Context: an optimization exercise on an open-source flow, tuned for a short achievable clock period and few clock cycles. The choices shown serve that exercise and are no tape-out recipe.
Function was checked by simulation only, so behaviour that the tests miss may differ from the original.

==> flow/design.v (outline; a module is shown in full before it is edited, if it fits) <==
// module ALU: 4323 lines
// module div_r4: 18 lines
module ALU #(
    parameter DATA_W = 32
)
(
    input                       i_clk,    
    input                       i_rst_n,  
    input                       i_valid,  
    input [DATA_W - 1 : 0]      i_A,      
    input [DATA_W - 1 : 0]      i_B,      
    input [         2 : 0]      i_inst,   
    output [2*DATA_W - 1 : 0]   o_data,   
    output                      o_done    
);
  // ...
==> flow/run.sh <==
#!/bin/bash
# synth_recipe.tcl (not shown) runs the flow's synth.tcl, then flattens the netlist and writes it again
# the make line also repeats each setting of config.mk as NAME=value (left out here)
make -C /OpenROAD-flow-scripts/flow DESIGN_CONFIG=/design/flow/config.mk WORK_HOME=/design/flow/orfs CLKGATE_MAP_FILE= SYNTH_SCRIPT=/design/flow/synth_recipe.tcl finish
==> flow/config.mk <==
export PLATFORM = sky130hd
export DESIGN_NAME = ALU
export DESIGN_NICKNAME = ALU
export VERILOG_FILES = /design/flow/design.v
export SDC_FILE = /design/flow/constraint.sdc
export NUM_CORES = 4
export LEC_CHECK = 0
export CAP_MARGIN = 20
export CORE_MARGIN = 2
export CORE_UTILIZATION = 40
export SLEW_MARGIN = 20
==> flow/constraint.sdc <==
create_clock -name core_clock -period 10.0 [get_ports {i_clk}]
set_input_delay 2.0000 -clock core_clock [delete_from_list [all_inputs] [get_ports {i_clk}]]
set_output_delay 2.0000 -clock core_clock [all_outputs]
set_load 0.01 [all_outputs]
==> flow_metrics.py, run 1 <==
metrics = {
    "worst_setup_path": {
        "worstSetupPathType": "flop to flop",
        "crit_cells": 24,
        "critical_path.endpoint_type": "flop",
        "worst_endpoint_required_time_ns": 10.45,
        "path_max_fanout": 12,
        "cp-endpoint": "res[59]$_DFFE_PP_",
    },
    "final_layout": {
        "biggestCellCategory": "multi-input gates",
        "commonest_non_fill_non_tap_cells_in_the_layout": "inv_1 (1358), nor2_1 (1008), fa_1 (910), ha_1 (658), nand2_1 (575)",
        "layout.sequential_cells": 632,
        "finalNetCount": 9876,
        "final-instance-count-excl-fill": 10660,
    },
    "synth": {
        "synth_adder_area_share_pct": 37.1,
        "postSynthRegisterBits": 632,
        "post_synth.cell_area_avg_um2": 8.71,
    },
    "clocking": {
        "ctsResizeCount": 0,
        "tritoncts": "built",
        "tritoncts_buffer_count": 82,
    },
    "timing": {
        "finalWorstPathRequiredPeriod_ns": 8.49,
        "grt_setup_unrepaired": "no",
        "finalWorstSetupSlack_ns": 1.51,
        "tns_ns": 0,
    },
    "drt": {
        "drt_pass1_iterations": 9,
        "wl_um": 315000,
        "drc": 0,
    },
    "global_route": {
        "groute.layer.met1.usage_pct": 45.5,
        "grt_util_all_layers_pct": 34.5,
        "global_route_wire_length_before_repair_um": 451000,
        "antenna_found_initial": 15,
        "gr-usage-met2_pct": 50.7,
        "grtUsageMet3_pct": 8.54,
    },
    "floorplan": {
        "start_util_pct": 40.1,
        "fp.coreArea_um2": 178000,
        "die_area_um2": 182000,
    },
    "placed_design": {
        "finalWeightedCongestion": 1.07,
    },
    "flow_run": {
        "cap_viol_max_count": 0,
    },
    "run_status": {
        "status": "timing/DRC/antenna clean",
    },
}
Testbench counts, summed over its fixed seeds: cycles 7,298.
==> run 2, diff against run 1 <==
--- a/flow/config.mk
+++ b/flow/config.mk
@@ -8,4 +8,6 @@
 export CAP_MARGIN = 20
 export CORE_MARGIN = 2
 export CORE_UTILIZATION = 40
+export SETUP_SLACK_MARGIN = 5
 export SLEW_MARGIN = 20
+export TNS_END_PERCENT = 100
==> run 2 against run 1 <==
Utilization grew 4.7 points; critical path depth grew 6; sequential share of layout area shrank 1.7 points; area after synthesis is the same; cell count grew 3.6%.
==> flow_metrics.py, run 2 <==
metrics = {
    "placed_design": {
        "io_buffers": 134,
        "finalWeightedCongestion": 1.05,
        "dp_worst_setup_slack_ns": 1.75,
        "dpl-instance-area_um2": 76300,
        "detailed_place_hpwl_um": 227000,
    },
    "final_layout": {
        "finalNetCount": 10253,
        "layout_commonest_cell": "inv_1",
        "reg_top3": "mreg x496, res x64, div_b3 x33",
        "finish.utilization_pct": 48.9,
        "drive_gt1_share_pct": 16.1,
        "commonest_non_fill_non_tap_cells_in_the_layout": "inv_1 (1315), nor2_1 (992), fa_1 (903), nand2_1 (568), ha_1 (543)",
        "final_design_area_no_fill_um2": 86900,
        "registers.top_by_ff_count": "mreg",
        "flip_flop_count_of_the_largest_register_after_layout": 496,
        "layout-area-overhead-vs-synth_pct": 21.8,
    },
    "worst_setup_path": {
        "crit_path_start_kind": "flop",
        "r2r-end": "res[59]$_DFFE_PP_",
        "critPathSlowestCell": "a221o_2",
        "worstSetupPathType": "flop to flop",
        "critical_path.reg2reg.startpoint": "res[30]$_DFFE_PP_",
        "critical_path.endpoint_type": "flop",
        "timing.reg2reg.worst_path_depth": 30,
        "path_max_fanout": 5,
        "rrSetupSlack_ns": 3.43,
        "worst_endpoint_required_time_ns": 10.56,
        "cp.arrival_ns": 7.12,
        "largest_stage_delay_on_the_critical_path_ns": 0.50,
    },
    "drt": {
        "drtIter0Drc": 7783,
        "post_route_antenna_net_violation_count": 0,
        "drt_pass1_iterations": 7,
        "wl_um": 328000,
        "routed_wire_length_per_instance_um": 29.7,
        "vias_per_cell": 5.96,
        "via_count": 65793,
        "drc": 0,
    },
    "hold_path": {
        "worstHoldStart": "div_act$_DFF_PN0_",
        "worst_hold_path_type": "flop to flop",
        "holdPathEnd": "div_act$_DFF_PN0_",
        "whs_path_depth": 2,
    },
    "synth": {
        "synth_cells": 8191,
        "synth_nets": 9829,
        "synth_area_leaders": "fa_1 (26%), dfxtp_1 (14%), ha_1 (12%)",
        "yosys.cell_types.count": 108,
        "postSynthRegisterBits": 632,
        "post_synth.cell_area_avg_um2": 8.71,
        "synthesis.yosys.warnings": 1,
        "synth_top_area_cell": "fa_1",
        "netlist_top_cells_count": "inv_1 (1360), nor2_1 (1010), fa_1 (910)",
        "synth-edff-count": 133,
        "synth_async_sr_flop_share_pct": 0.475,
        "synth_sequential_area_ratio_pct": 19.6,
        "yosys_most_used_dff": "dfxtp_1",
        "synth_area_um2": 71400,
        "synth_top_cell_area_share_pct": 25.5,
        "synthMostInstantiatedCell": "inv_1",
    },
    "global_route": {
        "grt_pass1_vias": 66650,
        "grt_start_max_net_pins": 53,
        "global_route_wire_length_before_repair_um": 467000,
        "grt_overflow": 0,
        "antenna_found_initial": 23,
        "grt_util_all_layers_pct": 35.6,
    },
    "timing": {
        "finalWorstSetupSlack_ns": 3.43,
        "grt_setup_unrepaired": "yes",
        "setup-violations-final": 0,
        "slew_of_the_pin_with_the_lowest_slew_margin_ns": 0.989,
        "report.final.hold_viol_count": 0,
        "tns_ns": 0,
        "timing.fmax_ghz": 0.152,
        "finalMaxSlewViolations": 0,
        "slew_headroom_pct": 32.4,
        "final.period_utilization_pct": 65.7,
        "finalWorstPathRequiredPeriod_ns": 6.57,
        "fin_skew_ns": 0.0798,
    },
    "floorplan": {
        "placement_rows": 155,
        "top_level_ports": 135,
        "fp.coreArea_um2": 178000,
        "start_util_pct": 40.1,
        "die_area_um2": 182000,
        "die_boundary_width_um": 426,
        "die_h_um": 426,
    },
    "flow_run": {
        "cap_viol_max_count": 0,
    },
    "clocking": {
        "tritoncts": "built",
        "tritoncts_buffer_count": 80,
        "clock_tree.buffer_depth": 3,
        "cts_root_buf": "clkbuf_16",
        "clock_latency_ns": 0.78,
        "hold_buffers": 0,
        "ctsHtreeMaxLevel": 3,
        "clk_pin_slew_ns": 0.06,
        "clock_sink_count": 632,
    },
    "run_status": {
        "status": "timing/DRC/antenna clean",
    },
}
run 2: cell counts after synthesis:
No cell type changed its count.
run 2: final cells by class:
| type | instances | area [µm²] |
|---|---|---|
| Antenna cell | 12 | 30.0 |
| Clock buffer | 107 | 2220 |
| Clock inverter | 38 | 598 |
| Fill cell | 16706 | 90900 |
| Inverter | 1386 | 5380 |
| Multi-Input combinational cell | 5786 | 54300 |
| Sequential cell | 632 | 14000 |
| Tap cell | 2355 | 2950 |
| Timing Repair Buffer | 725 | 7460 |
| Timing Repair inverter | 4 | 35.0 |
run 2: metal layers:
layer  GRT usage [%]  vias up  part of all wire (%)
li1                -    27693                     -
met2            52.1     4253                    41
met4            21.9       20                   8.2
met5               0        -                 0.045
met3            10.9     1217                    12
met1            45.9    32610                    38
run 2: worst max-delay path, delay by kind of cell (launching register included):
family,cells,cell delay (ns)
AO/OA/AOI/OAI,15,3.45
adder cells (fa/ha/maj),3,0.74
buffers and inverters,6,0.69
flip-flops,1,0.39
multiplexers,1,0.32
AND/OR/NAND/NOR,5,0.77
run 2: cell families (layout without fill, tap and decap cells):
group / after synthesis / count (layout) / synth area share (%)
AO/OA/AOI/OAI: 1751 / 1751 / 16.2
XOR/XNOR: 279 / 279 / 3.42
adder cells (fa/ha/maj): 1568 / 1568 / 37.1
buffers and inverters: 1773 / 2260 / 9.42
flip-flops: 632 / 632 / 19.6
multiplexers: 85 / 85 / 1.55
other: 0 / 12 / 0
AND/OR/NAND/NOR: 2103 / 2103 / 12.7
run 2: what timing repair did:
| item | CTS | global route |
|---|---|---|
| pin swaps | 165 | 157 |
| setup endpoints to repair | 130 | 87 |
| gates cloned | 26 | 8 |
| gates resized for setup | 682 | 317 |
| buffers inserted | 237 | 122 |
run 2: per-stage QoR:
| step | hold slack (ns) | std cells |
|---|---|---|
| 2_1_floorplan | 0.479 | 8191 |
| 3_3_place_gp | 0.592 | 10494 |
| 5_1_grt | 0.654 | 11034 |
| 3_5_place_dp | 0.598 | 10495 |
| 4_1_cts | 0.611 | 10903 |
| 6_report | 0.613 | 11045 |
run 2: worst max path at each step:
stage / to / startpoint / slack (ns)
after floorplan: res[28]$_DFFE_PP_ / i_B[2] / 3.55
after global placement: res[48]$_DFFE_PP_ / div_b[0]$_DFFE_PP_ / 1.96
after detailed placement: res[48]$_DFFE_PP_ / div_b[0]$_DFFE_PP_ / 1.75
after CTS: res[48]$_DFFE_PP_ / res[48]$_DFFE_PP_ / 3.45
after global routing: res[48]$_DFFE_PP_ / div_b[0]$_DFFE_PP_ / 3.32
final: res[59]$_DFFE_PP_ / res[30]$_DFFE_PP_ / 3.43

afterwards: timing with drivers on the ports:
How much do the figures lean on ideal ports? The routed layouts below were timed once more, with nothing changed but the port constraints. Step 1: set_driving_cell puts a clkbuf_16 on i_clk and a buf_2 on each other input, an assumption about the parent block. Step 2 adds t to the input delays and takes it off the output delays; t is the mean of the earliest and latest rising clock arrival at the registers after step 1. Input paths then give back, and output paths get back, about the clock's delay inside the block. Three values: ideal, step 1, step 2; two values: the first two.
run | t, ns | setup WS [ns] | hold WS [ns] | worst setup path at the end
run 1 | 0.811 | 1.508 / 1.508 / 1.508 | 0.625 / 0.625 / 0.625 | register to register
run 2 | 0.830 | 3.431 / 3.431 / 3.138 | 0.613 / 0.613 / 0.613 | input to register
After both steps every run listed still meets setup and hold. For run 2, which loses most, drivers alone change the setup slack by 0.000 ns; drivers and shift together by -0.293 ns.
